Background: an optimization exercise with open tools, aiming at small area, a short achievable clock period and few clock cycles. Do not read the settings as production practice. RTL that was checked went through simulation tests only; none was proved equivalent to the original. Power figures rest on the tool's default switching activity, not on a simulated workload.

==> module projectCPU2020, before the edit <==
module projectCPU2020(
  clk,
  rst,
  wrEn,
  data_fromRAM,
  addr_toRAM,
  data_toRAM,
  PC,
  W
);
input clk, rst;
input wire [15:0] data_fromRAM;
output wire [15:0] data_toRAM;
output wire wrEn;
output wire [12:0] addr_toRAM;
output reg [12:0] PC;
output reg [15:0] W;
wire [15:0] D = data_fromRAM;
reg        dec, ind;
reg        pend;                   
reg        skp;                    
reg  [2:0] inst;                   
wire       xAdd = pend & (inst == 3'd0);
wire       xNor = pend & (inst == 3'd1);
wire       xShf = pend & (inst == 3'd2);
wire       xGt  = pend & (inst == 3'd3);
wire       xSz  = pend & (inst == 3'd4);
wire       xLd  = pend & (inst == 3'd5);
wire       xJmp = pend & (inst == 3'd7);
wire       isSt = (inst == 3'd6);
wire       aZero = (D[12:0] == 13'd0);
wire       dZero = (D == 16'd0);
wire       opSt  = (D[15:13] == 3'd6);
reg  [12:0] pc1;
integer k;
always @(*)
  for (k = 0; k < 13; k = k + 1)
    pc1[k] = PC[k] ^ ((PC & ((13'd1 << k) - 13'd1)) == ((13'd1 << k) - 13'd1));
wire        useD = dec | ind | xJmp;
assign addr_toRAM = useD ? {D[12:2], D[1] | (dec & aZero), D[0]} : pc1;
assign wrEn       = (dec & opSt & ~aZero) | (ind & isSt);
assign data_toRAM = W;
wire        hi   = |D[15:6];
wire        left = hi | D[4];           
wire        rot  = hi | D[5];           
wire [3:0]  s    = D[3:0];
wire [3:0]  t    = {s[3] ^ (left & (s[0] | s[1] | s[2])),
                    s[2] ^ (left & (s[0] | s[1])),
                    s[1] ^ (left & s[0]),
                    s[0]};
wire [15:0] r0   = t[0] ? {W[0],     W[15:1]}  : W;
wire [15:0] r1   = t[1] ? {r0[1:0],  r0[15:2]} : r0;
wire [15:0] r2   = t[2] ? {r1[3:0],  r1[15:4]} : r1;
wire [15:0] rr   = t[3] ? {r2[7:0],  r2[15:8]} : r2;
wire [15:0] msk  = rot  ? 16'hFFFF :
                   left ? (16'hFFFF << s) : (16'hFFFF >> s);
wire [15:0] sh   = rr & msk;
wire [16:0] sum  = {1'b0, W ^ {16{xGt}}} + {1'b0, D} + {16'd0, xGt};
wire        gt   = ~sum[16];            
wire        sAdd  = pend & xAdd;
wire        sNor  = pend & xNor;
wire        sShf  = pend & xShf;
wire        sGt   = pend & xGt;
wire        sLd   = pend & xLd;
wire        sKeep = ~(sAdd | sNor | sShf | sGt | sLd);
wire [15:0] res   = ({16{sAdd}}  & sum[15:0]) |
                    ({16{sNor}}  & ~(W | D)) |
                    ({16{sShf}}  & sh) |
                    ({16{sGt}}   & {15'd0, gt}) |
                    ({16{sLd}}   & D) |
                    ({16{sKeep}} & W);
wire goInd = dec & aZero;
wire tk    = pend & xSz & dZero;      
always @(posedge clk) begin
  if (rst) begin
    dec  <= 1'b0;
    ind  <= 1'b0;
    skp  <= 1'b0;
    pend <= 1'b0;
    PC   <= 13'h1FFF;    
    W    <= 16'd0;
  end else begin
    dec  <= ~dec & ~ind & ~tk;
    ind  <= goInd;
    skp  <= tk;
    if (dec)
      inst <= D[15:13];
    pend <= (dec & ~aZero & ~opSt) | (ind & ~isSt);
    if (~dec & ~ind)
      PC <= xJmp ? D[12:0] : pc1;    
    W <= res;
  end
end
endmodule
clock: 5.5 ns
lec_check: 0
abc_area: 1
cap_margin: 20
core_margin: 2
core_utilization: 40
place_density: 0.6
setup_slack_margin: 2.6
slew_margin: 20
tns_end_percent: 0
standard.sh (not shown) runs the stock make flow with config.mk's settings and CLKGATE_MAP_FILE= SYNTH_SCRIPT=/design/flow/synth_recipe.tcl, a recipe that flattens the netlist after the stock synthesis.
==> flow/flow/run.sh <==
#!/bin/bash
# Standard ORFS layout; port buffers use buf_1 instead of the default pick.
set -euo pipefail
bash standard.sh "BUFFER_PORTS_ARGS=-buffer_cell sky130_fd_sc_hd__buf_1" finish > orfs_make.log 2>&1
Testbench counts at the start, summed over its fixed seeds: cycles 64,920.
==> next run, changes <==
--- a/flow/design.v
+++ b/flow/design.v
@@ -18,29 +18,23 @@
 output reg [15:0] W;
 wire [15:0] D = data_fromRAM;
 reg        dec, ind;
 reg        pend;                   
 reg        skp;                    
-reg  [2:0] inst;                   
-wire       xAdd = pend & (inst == 3'd0);
-wire       xNor = pend & (inst == 3'd1);
-wire       xShf = pend & (inst == 3'd2);
-wire       xGt  = pend & (inst == 3'd3);
-wire       xSz  = pend & (inst == 3'd4);
-wire       xLd  = pend & (inst == 3'd5);
-wire       xJmp = pend & (inst == 3'd7);
-wire       isSt = (inst == 3'd6);
+reg        isSt;                   
+reg        xAdd, xNor, xShf, xGt, xLd, xSz, xJmp;   
 wire       aZero = (D[12:0] == 13'd0);
 wire       dZero = (D == 16'd0);
 wire       opSt  = (D[15:13] == 3'd6);
 reg  [12:0] pc1;
 integer k;
 always @(*)
   for (k = 0; k < 13; k = k + 1)
     pc1[k] = PC[k] ^ ((PC & ((13'd1 << k) - 13'd1)) == ((13'd1 << k) - 13'd1));
+wire [12:0] nxt = (pend | skp) ? pc1 : PC;
 wire        useD = dec | ind | xJmp;
-assign addr_toRAM = useD ? {D[12:2], D[1] | (dec & aZero), D[0]} : pc1;
+assign addr_toRAM = useD ? {D[12:2], D[1] | (dec & aZero), D[0]} : nxt;
 assign wrEn       = (dec & opSt & ~aZero) | (ind & isSt);
 assign data_toRAM = W;
 wire        hi   = |D[15:6];
 wire        left = hi | D[4];           
 wire        rot  = hi | D[5];           
@@ -70,26 +64,43 @@
                     ({16{sGt}}   & {15'd0, gt}) |
                     ({16{sLd}}   & D) |
                     ({16{sKeep}} & W);
 wire goInd = dec & aZero;
 wire tk    = pend & xSz & dZero;      
+wire st    = (dec & opSt & ~aZero) | (ind & isSt);
 always @(posedge clk) begin
   if (rst) begin
     dec  <= 1'b0;
     ind  <= 1'b0;
     skp  <= 1'b0;
     pend <= 1'b0;
-    PC   <= 13'h1FFF;    
+    isSt <= 1'b0;
+    {xAdd, xNor, xShf, xGt, xLd, xSz, xJmp} <= 7'd0;
+    PC   <= 13'd0;
     W    <= 16'd0;
   end else begin
     dec  <= ~dec & ~ind & ~tk;
     ind  <= goInd;
     skp  <= tk;
-    if (dec)
-      inst <= D[15:13];
-    pend <= (dec & ~aZero & ~opSt) | (ind & ~isSt);
-    if (~dec & ~ind)
-      PC <= xJmp ? D[12:0] : pc1;    
+    if (dec) begin
+      isSt <= opSt;
+      {xAdd, xNor, xShf, xGt, xLd, xSz, xJmp} <=
+        opSt ? 7'd0 :
+        {D[15:13] == 3'd0, D[15:13] == 3'd1, D[15:13] == 3'd2, D[15:13] == 3'd3,
+         D[15:13] == 3'd5, D[15:13] == 3'd4, D[15:13] == 3'd7};
+      pend <= ~aZero & ~opSt;
+    end else if (ind) begin
+      {xAdd, xNor, xShf, xGt, xLd, xSz, xJmp} <=
+        {xAdd, xNor, xShf, xGt, xLd, xSz, xJmp};
+      pend <= ~isSt;
+    end else begin
+      {xAdd, xNor, xShf, xGt, xLd, xSz, xJmp} <= 7'd0;
+      pend <= 1'b0;
+    end
+    if (st)
+      PC <= pc1;
+    else if (~dec & ~ind)
+      PC <= addr_toRAM;    
     W <= res;
   end
 end
 endmodule
The changed run completed without violations; clock power climbs by about a fifth; design area is higher by about a fifth; synthesized cell count climbs by roughly a tenth; global-route usage decreases by 2.1 points; sequential power grows by a little under a tenth; setup slack improved by 29 ps; non-clock buffer count climbs by 17; die area came out higher by roughly a tenth; wire length rose by a few percent; core utilization goes up by 1.4 points; final cell count rises by roughly a tenth; clock-buffer cell count does not change; maximum frequency went up slightly.
Only the layout flow was run in the second run of this note; the RTL was not checked for function there.

========
The RTL this note starts from:
==> flow/design.v <==
`timescale 1ns / 1ps
module projectCPU2020(
  clk,
  rst,
  wrEn,
  data_fromRAM,
  addr_toRAM,
  data_toRAM,
  PC,
  W
);
input clk, rst;
input wire [15:0] data_fromRAM;
output wire [15:0] data_toRAM;
output wire wrEn;
output wire [12:0] addr_toRAM;
output reg [12:0] PC;
output reg [15:0] W;
wire [15:0] D = data_fromRAM;
reg        dec, ind;
reg        pend;                   
reg        skp;                    
reg  [2:0] inst;                   
wire       xAdd = pend & (inst == 3'd0);
wire       xNor = pend & (inst == 3'd1);
wire       xShf = pend & (inst == 3'd2);
wire       xGt  = pend & (inst == 3'd3);
wire       xSz  = pend & (inst == 3'd4);
wire       xLd  = pend & (inst == 3'd5);
wire       xJmp = pend & (inst == 3'd7);
wire       isSt = (inst == 3'd6);
wire       aZero = (D[12:0] == 13'd0);
wire       dZero = (D == 16'd0);
wire       opSt  = (D[15:13] == 3'd6);
reg  [12:0] pc1;
integer k;
always @(*)
  for (k = 0; k < 13; k = k + 1)
    pc1[k] = PC[k] ^ ((PC & ((13'd1 << k) - 13'd1)) == ((13'd1 << k) - 13'd1));
wire        useD = dec | ind | xJmp;
cpu_bus u_bus(
  .d(D), .dec(dec), .useD(useD), .indSt(ind & isSt), .p(pc1),
  .addr(addr_toRAM), .wrEn(wrEn));
assign data_toRAM = W;
wire        hi   = |D[15:6];
wire        left = hi | D[4];           
wire        rot  = hi | D[5];           
wire [3:0]  s    = D[3:0];
wire [3:0]  t    = {s[3] ^ (left & (s[0] | s[1] | s[2])),
                    s[2] ^ (left & (s[0] | s[1])),
                    s[1] ^ (left & s[0]),
                    s[0]};
wire [15:0] r0   = t[0] ? {W[0],     W[15:1]}  : W;
wire [15:0] r1   = t[1] ? {r0[1:0],  r0[15:2]} : r0;
wire [15:0] r2   = t[2] ? {r1[3:0],  r1[15:4]} : r1;
wire [15:0] rr   = t[3] ? {r2[7:0],  r2[15:8]} : r2;
wire [15:0] msk  = rot  ? 16'hFFFF :
                   left ? (16'hFFFF << s) : (16'hFFFF >> s);
wire [15:0] sh   = rr & msk;
wire [16:0] sum  = {1'b0, W ^ {16{xGt}}} + {1'b0, D} + {16'd0, xGt};
wire        gt   = ~sum[16];            
wire        sAdd  = pend & xAdd;
wire        sNor  = pend & xNor;
wire        sShf  = pend & xShf;
wire        sGt   = pend & xGt;
wire        sLd   = pend & xLd;
wire        sKeep = ~(sAdd | sNor | sShf | sGt | sLd);
wire [15:0] res   = ({16{sAdd}}  & sum[15:0]) |
                    ({16{sNor}}  & ~(W | D)) |
                    ({16{sShf}}  & sh) |
                    ({16{sGt}}   & {15'd0, gt}) |
                    ({16{sLd}}   & D) |
                    ({16{sKeep}} & W);
wire goInd = dec & aZero;
wire tk    = pend & xSz & dZero;      
always @(posedge clk) begin
  if (rst) begin
    dec  <= 1'b0;
    ind  <= 1'b0;
    skp  <= 1'b0;
    pend <= 1'b0;
    PC   <= 13'h1FFF;    
    W    <= 16'd0;
  end else begin
    dec  <= ~dec & ~ind & ~tk;
    ind  <= goInd;
    skp  <= tk;
    if (dec)
      inst <= D[15:13];
    pend <= (dec & ~aZero & ~opSt) | (ind & ~isSt);
    if (~dec & ~ind)
      PC <= addr_toRAM;    
    W <= res;
  end
end
endmodule
module cpu_bus(d, dec, useD, indSt, p, addr, wrEn);
input  [15:0] d;
input  [12:0] p;
input         dec, useD, indSt;
output [12:0] addr;
output        wrEn;
wire   aZero = (d[12:0] == 13'd0);
assign addr = useD ? {d[12:2], d[1] | (dec & aZero), d[0]} : p;
assign wrEn = (dec & (d[15:13] == 3'd6) & ~aZero) | indSt;
endmodule
clock: 5.5 ns
lec_check: 0
abc_area: 1
cap_margin: 20
core_margin: 2
core_utilization: 40
place_density: 0.6
setup_slack_margin: 2.6
slew_margin: 20
synth_hierarchical: 1
synth_minimum_keep_size: 0
tns_end_percent: 0
Scripts as last shown in full above: flow/flow/run.sh
Edit:
--- a/flow/design.v
+++ b/flow/design.v
@@ -90,5 +90,5 @@
     pend <= (dec & ~aZero & ~opSt) | (ind & ~isSt);
     if (~dec & ~ind)
-      PC <= addr_toRAM;    
+      PC <= xJmp ? D[12:0] : pc1;    
     W <= res;
   end
Result:
- power went up by about a fifth
- hold slack improves by 0.033 ns
- sequential power went up by a few percent
- cell count went up slightly
- flip-flop and latch count stays the same
- die area went up slightly
- setup slack improves by 0.073 ns
- non-clock buffer count went up by 4
- clock skew went down by 0.0059 ns
- wire length went up slightly
- critical path depth went up by 4
- synthesized cell count went up slightly
- cell area went up by a few percent
No run of this note included a check of the RTL's function; only the layout flow was run.

========
Another version of the RTL of projectCPU2020 (not shown whole).
Size in the first run: about 730 cells after synthesis, roughly 41 flip-flops, ~77 I/O pins.
==> module projectCPU2020, before the edit <==
module projectCPU2020(
  clk,
  rst,
  wrEn,
  data_fromRAM,
  addr_toRAM,
  data_toRAM,
  PC,
  W
);
input clk, rst;
input wire [15:0] data_fromRAM;
output wire [15:0] data_toRAM;
output wire wrEn;
output wire [12:0] addr_toRAM;
output reg [12:0] PC;
output reg [15:0] W;
wire [15:0] D = data_fromRAM;
reg        dec, ind;
reg        pend;                   
reg        skp;                    
reg        isSt;                   
reg        xAdd, xNor, xShf, xGt, xLd, xSz, xJmp;   
wire       aZero = (D[12:0] == 13'd0);
wire       dZero = (D == 16'd0);
wire       opSt  = (D[15:13] == 3'd6);
wire [12:0] pc1 = PC + 13'd1;
wire [12:0] nxt = (pend | skp) ? pc1 : PC;
wire        useD = dec | ind | xJmp;
assign addr_toRAM = useD ? {D[12:2], D[1] | (dec & aZero), D[0]} : nxt;
assign wrEn       = (dec & opSt & ~aZero) | (ind & isSt);
assign data_toRAM = W;
wire        hi   = |D[15:6];
wire        left = hi | D[4];           
wire        rot  = hi | D[5];           
wire [3:0]  s    = D[3:0];
wire [3:0]  t    = {s[3] ^ (left & (s[0] | s[1] | s[2])),
                    s[2] ^ (left & (s[0] | s[1])),
                    s[1] ^ (left & s[0]),
                    s[0]};
wire [15:0] r0   = t[0] ? {W[0],     W[15:1]}  : W;
wire [15:0] r1   = t[1] ? {r0[1:0],  r0[15:2]} : r0;
wire [15:0] r2   = t[2] ? {r1[3:0],  r1[15:4]} : r1;
wire [15:0] rr   = t[3] ? {r2[7:0],  r2[15:8]} : r2;
reg  [15:0] msk;
integer i;
always @(*)
  for (i = 0; i < 16; i = i + 1)
    msk[i] = rot | (left ? (i >= s) : (i < 16 - s));
wire [15:0] sh   = rr & msk;
wire [16:0] sum  = {1'b0, W ^ {16{xGt}}} + {1'b0, D} + {16'd0, xGt};
wire        gt   = ~sum[16];            
reg [15:0] res;
always @(*) begin
  res = W;
  case (1'b1)
    xAdd: res = sum[15:0];
    xNor: res = ~(W | D);
    xShf: res = sh;
    xGt:  res = {15'd0, gt};
    xLd:  res = D;
    default: res = W;
  endcase
end
wire goInd = dec & aZero;
wire tk    = pend & xSz & dZero;      
wire st    = (dec & opSt & ~aZero) | (ind & isSt);
always @(posedge clk) begin
  if (rst) begin
    dec  <= 1'b0;
    ind  <= 1'b0;
    skp  <= 1'b0;
    pend <= 1'b0;
    isSt <= 1'b0;
    {xAdd, xNor, xShf, xGt, xLd, xSz, xJmp} <= 7'd0;
    PC   <= 13'd0;
    W    <= 16'd0;
  end else begin
    dec  <= ~dec & ~ind & ~tk;
    ind  <= goInd;
    skp  <= tk;
    if (dec) begin
      isSt <= opSt;
      {xAdd, xNor, xShf, xGt, xLd, xSz, xJmp} <=
        opSt ? 7'd0 :
        {D[15:13] == 3'd0, D[15:13] == 3'd1, D[15:13] == 3'd2, D[15:13] == 3'd3,
         D[15:13] == 3'd5, D[15:13] == 3'd4, D[15:13] == 3'd7};
      pend <= ~aZero & ~opSt;
    end else if (ind) begin
      {xAdd, xNor, xShf, xGt, xLd, xSz, xJmp} <=
        {xAdd, xNor, xShf, xGt, xLd, xSz, xJmp};
      pend <= ~isSt;
    end else begin
      {xAdd, xNor, xShf, xGt, xLd, xSz, xJmp} <= 7'd0;
      pend <= 1'b0;
    end
    if (st)
      PC <= pc1;
    else if (~dec & ~ind)
      PC <= addr_toRAM;    
    if (pend)
      W <= res;
  end
end
endmodule
clock: 5.5 ns
lec_check: 0
cap_margin: 20
core_margin: 2
core_utilization: 40
place_density: 0.6
slew_margin: 20
Scripts as last shown in full above: flow/flow/run.sh
Rerun with:
--- a/flow/design.v
+++ b/flow/design.v
@@ -20,5 +20,4 @@
 reg        dec, ind;
 reg        pend;                   
-reg        skp;                    
 reg        isSt;                   
 reg        xAdd, xNor, xShf, xGt, xLd, xSz, xJmp;   
@@ -27,5 +26,6 @@
 wire       opSt  = (D[15:13] == 3'd6);
 wire [12:0] pc1 = PC + 13'd1;
-wire [12:0] nxt = (pend | skp) ? pc1 : PC;
+wire [12:0] pc2 = PC + 13'd2;
+wire [12:0] nxt = (xSz & dZero) ? pc2 : (pend ? pc1 : PC);
 wire        useD = dec | ind | xJmp;
 assign addr_toRAM = useD ? {D[12:2], D[1] | (dec & aZero), D[0]} : nxt;
@@ -36,12 +36,7 @@
 wire        rot  = hi | D[5];           
 wire [3:0]  s    = D[3:0];
-wire [3:0]  t    = {s[3] ^ (left & (s[0] | s[1] | s[2])),
-                    s[2] ^ (left & (s[0] | s[1])),
-                    s[1] ^ (left & s[0]),
-                    s[0]};
-wire [15:0] r0   = t[0] ? {W[0],     W[15:1]}  : W;
-wire [15:0] r1   = t[1] ? {r0[1:0],  r0[15:2]} : r0;
-wire [15:0] r2   = t[2] ? {r1[3:0],  r1[15:4]} : r1;
-wire [15:0] rr   = t[3] ? {r2[7:0],  r2[15:8]} : r2;
+wire [3:0]  r    = left ? (4'd0 - s) : s;
+wire [31:0] ww   = {W, W} >> r;
+wire [15:0] rr   = ww[15:0];            
 reg  [15:0] msk;
 integer i;
@@ -65,5 +60,4 @@
 end
 wire goInd = dec & aZero;
-wire tk    = pend & xSz & dZero;      
 wire st    = (dec & opSt & ~aZero) | (ind & isSt);
 always @(posedge clk) begin
@@ -71,5 +65,4 @@
     dec  <= 1'b0;
     ind  <= 1'b0;
-    skp  <= 1'b0;
     pend <= 1'b0;
     isSt <= 1'b0;
@@ -78,7 +71,6 @@
     W    <= 16'd0;
   end else begin
-    dec  <= ~dec & ~ind & ~tk;
+    dec  <= ~dec & ~ind;
     ind  <= goInd;
-    skp  <= tk;
     if (dec) begin
       isSt <= opSt;
@@ -99,5 +91,5 @@
       PC <= pc1;
     else if (~dec & ~ind)
-      PC <= addr_toRAM;    
+      PC <= addr_toRAM;
     if (pend)
       W <= res;
Effect:
- The new run completed with no timing, DRC or antenna violations
- maximum frequency came out higher by 2.6%
- total power came out lower by 10%
- flip-flop and latch count came out lower by 1
- final area came out lower by 6.7%
- area after synthesis came out lower by 10%
- routed wire length came out lower by 16%
- die area came out lower by 9.8%
- cell count came out lower by 8.0%
- worst setup slack is better by 0.12 ns
- register-to-register slack is better by 0.29 ns
- via count came out lower by 14%
Testbench counts after the change, summed over its fixed seeds: cycles 64,127.
No functional check of the RTL was part of the first run of this note.

-- port drivers added, routing unchanged --
How much do the figures lean on ideal ports? The routed layouts below were timed once more, with nothing changed but the port constraints.
Step 1 sets driving cells, clkbuf_16 on the clock port and buf_2 on the other inputs (assumed; they add their load-dependent delay and slew).
Step 2 moves the port delays by t, midway between the first and last clock arrival at a register: inputs arrive t later, outputs are due t later. That takes back most of the time a late clock gives input paths.
a / b / c = ideal / step 1 / step 2; a / b = the first two.
run | t, ns | slack for setup (ns) | worst setup path after step 2
the first run of note 1 | 0.352 | 2.291 / 2.267 / 2.050 | input to register
the second run of note 1 | 0.332 | 2.320 / 2.273 / 2.114 | input to register
the first run of note 2 | 0.332 | 2.395 / 2.375 / 2.246 | input to register
the second run of note 2 | 0.318 | 2.468 / 2.428 / 2.269 | input to register
the first run of note 3 | 0.330 | 0.734 / 0.714 / 0.714 | input to output
the second run of note 3 | 0.334 | 0.854 / 0.834 / 0.834 | input to output
After both steps setup and hold are still met in every run listed. The setup slack of the first run of note 1, which loses most, moves by -0.024 ns with the drivers and by -0.241 ns with both steps.
